From an optimization exercise on the open Yosys and OpenROAD flow, aimed at small area; shortcuts taken in it are not production practice. Power and IR drop assume default switching activity.

pepper:
==> flow/design.v (excerpt) <==
module MCU(clk,reset,imem_addr,imem_data,dmem_addr,dmem_we,dmem_wdata,dmem_rdata,
           in_data,out_we,out_addr,out_data);
Size in the first run: about 570 cells after synthesis, about 100 flip-flops, about 77 I/O pins.
clock: 10.0 ns
lec_check: 0
abc_area: 1
cap_margin: 20
core_margin: 2
core_utilization: 40
slew_margin: 20
standard.sh (not shown) runs the stock make flow with config.mk's settings and CLKGATE_MAP_FILE= SYNTH_SCRIPT=/design/flow/synth_recipe.tcl, a recipe that flattens the netlist after the stock synthesis.
==> flow/flow/run.sh <==
#!/bin/bash
# Own layout flow: the standard ORFS flow, with
#  - synthesis as standard.sh synth runs it, but with a stronger ABC area
#    script (flow/abc_area.script); the flip-flops are mapped before ABC
#    runs, so the registers, their names and cells are the standard ones;
#  - no separate full/half-adder extraction, so ABC maps adders with the
#    rest of the logic;
#  - each module of the RTL (the register-file read ports and the ALU are
#    modules of their own) mapped on its own, then flattened as the standard flow's
#    synthesis script does; all registers are in MCU;
#  - port buffers of the smallest buffer cell;
#  - clock tree without dummy loads.
# Each step's full output goes to a log file in this folder.
set -euo pipefail
W=$PWD
rm -rf "$W/scripts_mod"
cp -r "$FLOW_HOME/scripts" "$W/scripts_mod"
cp "$W/flow/abc_area.script" "$W/scripts_mod/abc_area.script"

SCRIPTS_DIR="$W/scripts_mod" ABC_AREA=1 ADDER_MAP_FILE= SYNTH_HIERARCHICAL=1 \
  SYNTH_MINIMUM_KEEP_SIZE=0 bash standard.sh synth > "$W/log_synth.txt" 2>&1

source "$W/flow/knobs.sh"
bash standard.sh finish > "$W/log_layout.txt" 2>&1
==> flow/flow/abc_area.script <==
strash
&get -n
&deepsyn -T 30
&put
dch -f
amap
topo
==> flow/flow/knobs.sh <==
export BUFFER_PORTS_ARGS="-buffer_cell sky130_fd_sc_hd__buf_1"
export CTS_ARGS="-sink_clustering_enable -repair_clock_nets -dont_use_dummy_load -buf_list sky130_fd_sc_hd__clkbuf_8"
export GPL_KEEP_OVERFLOW=0
What xenon does differently from pepper at the input level:
==> flow/flow/knobs.sh <==
export BUFFER_PORTS_ARGS="-buffer_cell sky130_fd_sc_hd__buf_1"
export CTS_ARGS="-sink_clustering_enable -repair_clock_nets -dont_use_dummy_load -buf_list sky130_fd_sc_hd__clkbuf_8 -sink_buffer_max_cap_derate 2.0 -sink_clustering_size 30 -sink_clustering_max_diameter 120"
Of xenon and pepper, only pepper finishes the flow clean. Flow for xenon halted at clock tree synthesis (4_1_cts), error code CTS-0109. Going from pepper to xenon, the HPWL after detailed placement was found to have gone up by 1.1%. Between pepper and xenon, the flow reports placed instance count increasing slightly. [compare] base=pepper new=xenon: number of buffers added on ports barely changed; per-instance average area after synthesis barely changed. Horizontal extent of the die came out exactly the same in xenon and pepper. xenon and pepper ended up with nearly the same final estimated routing congestion in global placement. Diff xenon..pepper | die span in y | negligible. As far as placement-stage cell area is concerned, xenon and pepper perform about the same.
No functional check of the RTL was part of any run of this note.

* * *

Another version of the RTL of MCU (not shown whole).
Size: roughly 600 cells after synthesis, roughly 5500 sq um of cells after synthesis.
clock: 10.0 ns
lec_check: 0
abc_area: 1
cap_margin: 0
core_margin: 2
core_utilization: 40
slew_margin: 0
==> flow/flow/knobs.sh <==
export BUFFER_PORTS_ARGS="-buffer_cell sky130_fd_sc_hd__buf_1"
export CTS_ARGS="-sink_clustering_enable -repair_clock_nets -dont_use_dummy_load -buf_list sky130_fd_sc_hd__clkbuf_8"
Scripts as last shown in full above: flow/flow/run.sh, flow/flow/abc_area.script
==> next run, changes <==
- CAP_MARGIN: 0 -> 20
- SLEW_MARGIN: 0 -> 20
Outcome:
- The new run ran to the end with no violations
- routed wire length rose by 0.36%
- clock-buffer cell count does not change
- maximum frequency rose by 0.68%
- area after synthesis is unchanged
- combinational power barely changes
- utilization is about the same
- sequential power barely changes
No functional check of the RTL was part of any run of this note.

* * *

Another version of the RTL of MCU (not shown whole).
For scale: roughly 560 cells after synthesis, about 77 I/O pins, about 5400 sq um of cells after synthesis.
clock: 10.0 ns
lec_check: 0
abc_area: 1
cap_margin: 20
core_margin: 2
core_utilization: 60
slew_margin: 20
Scripts as last shown in full above: flow/flow/run.sh, flow/flow/abc_area.script, flow/flow/knobs.sh
Change:
--- a/flow/config.mk
+++ b/flow/config.mk
@@ -10,3 +10,3 @@
 export CORE_MARGIN = 2
-export CORE_UTILIZATION = 60
+export CORE_UTILIZATION = 75
 export SLEW_MARGIN = 20
Clock-buffer cell count stays the same.
Register-to-register slack loses 170 ps.
Worst hold slack gains 15 ps.
Worst setup slack loses 170 ps.
Wire length rises by about 7.5%.
Sequential cell count is unchanged.
Non-clock buffer count stays the same.
Power rises by about 2.3%.
Sequential power rises by about 2%.
Via count rises by 8.7%.
First-iteration DRC count rises by 49%.
No run of this note included a check of the RTL's function; only the layout flow was run.

==> what the ideal ports hide <==
In the flow no input, the clock included, has a driving cell. The finished layouts below were timed again as built, in two steps.
Step 1, drivers: a clkbuf_16 drives clk and a buf_2 each remaining input, both assumed.
Step 2 times the ports against the registers' clock, not the clock port: input delays grow and output delays shrink by t, the midpoint of the rising clock arrivals with the driver on.
Slacks: ideal ports / drivers / drivers and shift; pairs: ideal ports / drivers.
run	t (ns)	setup slack, ns	worst setup path after step 2
pepper	0.402	3.489 / 3.489 / 3.489	register to register
the first run of note 2	0.417	5.339 / 5.339 / 5.339	register to register
the second run of note 2	0.401	5.370 / 5.370 / 5.370	register to register
the first run of note 3	0.379	4.320 / 4.320 / 4.320	register to register
the second run of note 3	0.390	4.148 / 4.148 / 4.148	register to register
After both steps setup and hold are still met in every run listed.
